This design comes from an exercise in tuning for small area, a short achievable clock period and few clock cycles per item on the open sky130 flow, not from production work. No run shown here included a check of the RTL's function; only the layout flow was run.

==> flow/design.v (outline; a module is shown in full before it is edited, if it fits) <==
// module tanh: 1642 lines
module tanh (
    input  clk,
    input  rst,
    input  [13:0] i_x,
    input  i_valid,
    output o_ready,
    output [13:0] o_fx,
    output o_valid,
    input  i_ready
);
  // ...
==> flow/run.sh <==
#!/bin/bash
# synth_recipe.tcl (not shown) runs the flow's synth.tcl, then flattens the netlist and writes it again
# the make line also repeats each setting of config.mk as NAME=value (left out here)
make -C /OpenROAD-flow-scripts/flow DESIGN_CONFIG=/design/flow/config.mk WORK_HOME=/design/flow/orfs CLKGATE_MAP_FILE= SYNTH_SCRIPT=/design/flow/synth_recipe.tcl finish
==> flow/config.mk <==
export PLATFORM = sky130hd
export DESIGN_NAME = tanh
export DESIGN_NICKNAME = tanh
export VERILOG_FILES = /design/flow/design.v
export SDC_FILE = /design/flow/constraint.sdc
export NUM_CORES = 4
export LEC_CHECK = 0
export CAP_MARGIN = 20
export CORE_MARGIN = 2
export CORE_UTILIZATION = 40
export SETUP_SLACK_MARGIN = 4.5
export SLEW_MARGIN = 20
==> flow/constraint.sdc <==
create_clock -name core_clock -period 8.0 [get_ports {clk}]
set_input_delay 1.6000 -clock core_clock [delete_from_list [all_inputs] [get_ports {clk}]]
set_output_delay 1.6000 -clock core_clock [all_outputs]
set_load 0.01 [all_outputs]
==> summary.txt, run 1 <==
For this run, the share of the core covered by cells in the final layout is 0.456. The fraction of area in multi-input gates came out at 0.447. The fraction of final cell area spent on clock buffers and inverters in this run is 0.0494. The wire length on met3 came out at 3130 µm.

The most frequent standard cell in the layout excluding fill and tap cells is sky130_fd_sc_hd__edfxtp_1. The number of gates resized after cts came out at 1. The worst setup path is captured at a register. The run finished with no timing, DRC or antenna violations.

The met2 wire length came out at 38300 µm. The worst register-to-register path ends at m6_ha[8]$_DFFE_PP_. Clock tree synthesis found a total of slightly above 600 sinks. The H-tree was split into 3 levels. The complex-gate fraction of the synthesized area came out at 0.112. After detailed routing, the number of vias per cell comes to just over 5. The path depth of the worst reg2reg path came out at 8. After detailed placement, the total cell area comes to ~43000 µm². The flip-flop and latch share of the layout cell area is 0.389. The total number of multi-input combinational cells came out at 2130. The count of nets left with antenna violations once routing finished came out at 0. The count of distinct cell types in the synthesized netlist is 70.

The post-layout worst setup margin came out at roughly 4.6 ns. The detailed-route via count came out at 25000. The largest individual stage delay along the critical path comes from the cell sky130_fd_sc_hd__fa_1.

The number of tap cells inserted is 1380. The height of the chip is between 300 and 400 µm. The worst slack at placement is 4.19 ns. The proportion of final cell area spent on non-clock buffers came out at 0.0419.

The die covers 107000 µm². The number of enable flip-flop cells after synthesis is 600.
==> inputs of run 2 (changes only) <==
--- a/flow/config.mk
+++ b/flow/config.mk
@@ -8,5 +8,6 @@
 export CAP_MARGIN = 20
 export CORE_MARGIN = 2
 export CORE_UTILIZATION = 40
-export SETUP_SLACK_MARGIN = 4.5
+export SETUP_SLACK_MARGIN = 5
 export SLEW_MARGIN = 20
+export TNS_END_PERCENT = 10
==> run 2 against run 1 <==
Effect of this change: still clean on timing, DRC and antenna; count of clock-buffer cells in the layout is 1 lower; wire length up 4.9%; synthesized area unchanged; global-route usage up 0.89 points; register-to-register slack better by 0.12 ns; die area unchanged; critical endpoint is now m6_ha[5]$_DFFE_PP_; largest cell class unchanged.
==> summary.txt, run 2 <==
The flow ran to the end and the layout has no timing, DRC or antenna violations. After legalization and detailed placement, the total HPWL measured 53200 µm. Synthesis inferred 617 register bits. Input and output buffers added on the ports amount to 33. The per-instance average area after synthesis is about 12 µm². The number of antenna cells inserted is 0.

Setup repair after global routing could not meet its margin everywhere. The worst slew margin relative to its limit came out at 0.297. The initial utilization of the core area, before any placement, comes to 0.404.

For this run, the register share of the synthesized area comes to 0.439. The buffer cell driving the clock tree root is sky130_fd_sc_hd__clkbuf_16. The post-synthesis instance area is 41800 µm².

The mean routed wirelength per cell is 16.4 µm. The x dimension of the die came out at 327 µm. The category of the worst setup path launch point is a register.

The worst min-delay path category is register to register. Pin placement for this block handled 34 I/O pins. The top cell types in the final layout, fill and taps aside, are 600 x sky130_fd_sc_hd__edfxtp_1, 425 x sky130_fd_sc_hd__inv_1, 346 x sky130_fd_sc_hd__xnor2_1. The height of the chip is 327 µm (unchanged). The leftover overflow at the end of global routing came out at 0. The number of levels the H-tree was split into is 3 (unchanged). The final critical path time including I/O delays and setup is 3.32 ns. Ranked by total cell area, the synthesized netlist is headed by sky130_fd_sc_hd__edfxtp_1 43%, sky130_fd_sc_hd__fa_1 14%, sky130_fd_sc_hd__ha_1 9.3%. The final design instance area without fill came out at 48900 µm². For this run, the top clock speed supported by timing is between 300 and 400 MHz. The synthesized net count came out at about 4000.

The net count of the finished layout is 4276. The standard cell core area came out at 103000 µm². Across every metal layer, demand over resource in global routing totals 0.158.

The number of buffers on the longest clock path is 3. The routed design has 83500 µm of wire. The number of clock buffers added by TritonCTS is 71. The area growth from synthesis to layout is 17.1%. For the worst-skew pair, the clock arrives at the later sink with an insertion delay of 0.63 ns. The sum of negative setup slack came out at 0 ns. Leaving out fill and tap cells, the most frequent cell in the layout is sky130_fd_sc_hd__edfxtp_1. At the pin with the least slew margin, the transition time is ~1.1 ns. The area enclosed by the die boundary is 107000 µm² (unchanged).

The first routing iteration left 1834 violations. The cell area reported after detailed placement is 43200 µm² (about the same). The pre-antenna-repair detailed-routing pass consisted of 5 iterations.

The critical-path maximum fanout is 5. The max-capacitance violation count came out at 0. Of the cells placed in the final design, the portion with a size suffix greater than 1 is 0.176.

The clock tree skew after final layout is between 0.04 and 0.05 ns. The total of warnings raised by yosys is 1. The final estimated routing congestion in global placement is 0.818. After synthesis, the most frequently instantiated cells are 600 x sky130_fd_sc_hd__edfxtp_1, 444 x sky130_fd_sc_hd__inv_1, 368 x sky130_fd_sc_hd__a22oi_1. The post-detailed-route count of antenna-violating nets is 0 (unchanged). The clock-pin slew on the worst setup and hold paths is 0.06 ns. The via count of the first global-routing pass came to ~26000. The first global-routing pass estimated 137000 µm of wire. The count of distinct cell types in the synthesized netlist was 70 (unchanged). After floorplanning, the core was divided into about 120 placement rows. The detailed-route via count is 25900 (+3.6%). The final-report hold violation count came out at 0. The filler-free cell count of the finished design is 5089.

Entering global routing, the biggest net connects 158 pins. Of all cell types, the one taking the most synthesized area is sky130_fd_sc_hd__edfxtp_1. The placed instance count is between 4000 and 5000. TritonCTS built the clock tree. The post-cts hold buffer count is 0. The clock sink total is 617 (unchanged). The share of synthesized area in the top cell type comes to 0.431.

The final setup violation count is 0. The proportion of register bits with asynchronous set or reset after synthesis came out at 0. The worst setup path is captured at a register. Of the available clock period, the critical path in the final layout requires 0.415.

The critical path is of the register to register type. For this run, the leading register cell type out of synthesis is sky130_fd_sc_hd__edfxtp_1. The DRC violation count after routing came out at 0.

The count of final max-slew check failures came out at 0. The initial antenna violation count came out at 0. The synthesized netlist cell count is 3400. The endpoint arrival time on the critical path is about 3.7 ns. The leading cell type by number of instances after synthesis is sky130_fd_sc_hd__edfxtp_1. The detailed-route vias per instance came out at 5.09 (+0.66%). The number of enable flip-flop cells after synthesis is 600 (unchanged).

The worst path required time came out at between 8 and 9 ns.
[run 2: per-layer routing]
metal,vias up,share of wire,GRT usage
met5,-,0,0
met1,12900,0.45,0.210
met2,596,0.48,0.259
li1,12300,-,-
met3,145,0.046,0.0260
met4,0,0.029,0.0568
[run 2: worst paths after layout]
check	depth (start not counted)	to	slack (ns)	start
hold reg to reg	0	q_s9[3]$_DFFE_PP_	0.40	q_s8[3]$_DFFE_PP_
hold / removal	0	q_s9[3]$_DFFE_PP_	0.40	q_s8[3]$_DFFE_PP_
setup / recovery	10	m6_ha[5]$_DFFE_PP_	4.68	r5p[12]$_DFFE_PP_
setup reg to reg	10	m6_ha[5]$_DFFE_PP_	4.68	r5p[12]$_DFFE_PP_
[run 2: stage by stage]
stage	util	setup WS, ns	hold slack [ns]
final	0.473	4.68	0.398
after global routing	0.473	4.58	0.415
after CTS	0.463	4.73	0.403
after detailed placement	0.418	4.20	0.405
after global placement	0.418	4.24	0.401
after floorplan	-	2.25	0.400
[run 2: what timing repair did]
item	in CTS	in global routing
resized for setup	82	98
endpoints found under the setup margin	244	278
setup buffers	275	65
pin swaps	83	72
[run 2: layout make-up]
| cell class | count | area (µm²) |
|---|---|---|
| Clock buffer | 80 | 1830 |
| Clock inverter | 49 | 429 |
| Fill cell | 9082 | 54600 |
| Inverter | 451 | 1700 |
| Multi-Input combinational cell | 2130 | 21600 |
| Sequential cell | 617 | 18400 |
| Tap cell | 1380 | 1730 |
| Timing Repair Buffer | 382 | 3230 |
[run 2: logic make-up after synthesis]
group	count (synthesis)	synth area share
and+or+nand+nor	315	0.0377
xor gates and xnor gates	489	0.103
AOI/OAI and AO/OA	664	0.112
muxes	57	0.0149
buffers and inverters	653	0.0589
adders and majority gates	605	0.234
DFF	617	0.439
[run 2: worst max-delay path, stage by stage (launching register included)]
cell and delay, ns:
sky130_fd_sc_hd__edfxtp_1 0.50, sky130_fd_sc_hd__buf_4 0.19, sky130_fd_sc_hd__a22oi_2 0.18, sky130_fd_sc_hd__xor2_1 0.12
sky130_fd_sc_hd__fa_1 0.52, sky130_fd_sc_hd__inv_2 0.05, sky130_fd_sc_hd__fa_2 0.53, sky130_fd_sc_hd__inv_2 0.04
sky130_fd_sc_hd__fa_1 0.38, sky130_fd_sc_hd__fa_1 0.54, sky130_fd_sc_hd__inv_1 0.04

afterwards: timing with drivers on the ports:
Ports are ideal in the flow. The routed layouts listed here were re-timed in OpenROAD.
Step 1 assumes that a clkbuf_16 drives the clock port and a buf_2 every other input.
Step 2 times the ports against the registers' clock, not the clock port: input delays grow and output delays shrink by t, the midpoint of the rising clock arrivals with the driver on.
a / b / c = ideal / step 1 / step 2; a / b = the first two.
| run | t (ns) | setup slack, ns | clock arrival spread, ns | worst register clock-pin slew, ns |
|---|---|---|---|---|
| run 1 | 0.685 | 4.561 / 4.561 / 4.212 | 0.066 / 0.067 | 0.07 / 0.07 |
| run 2 | 0.689 | 4.678 / 4.678 / 4.233 | 0.063 / 0.063 | 0.06 / 0.06 |
After both steps every run listed still meets setup and hold. For run 2, which loses most, drivers alone change the setup slack by 0.000 ns; drivers and shift together by -0.445 ns.
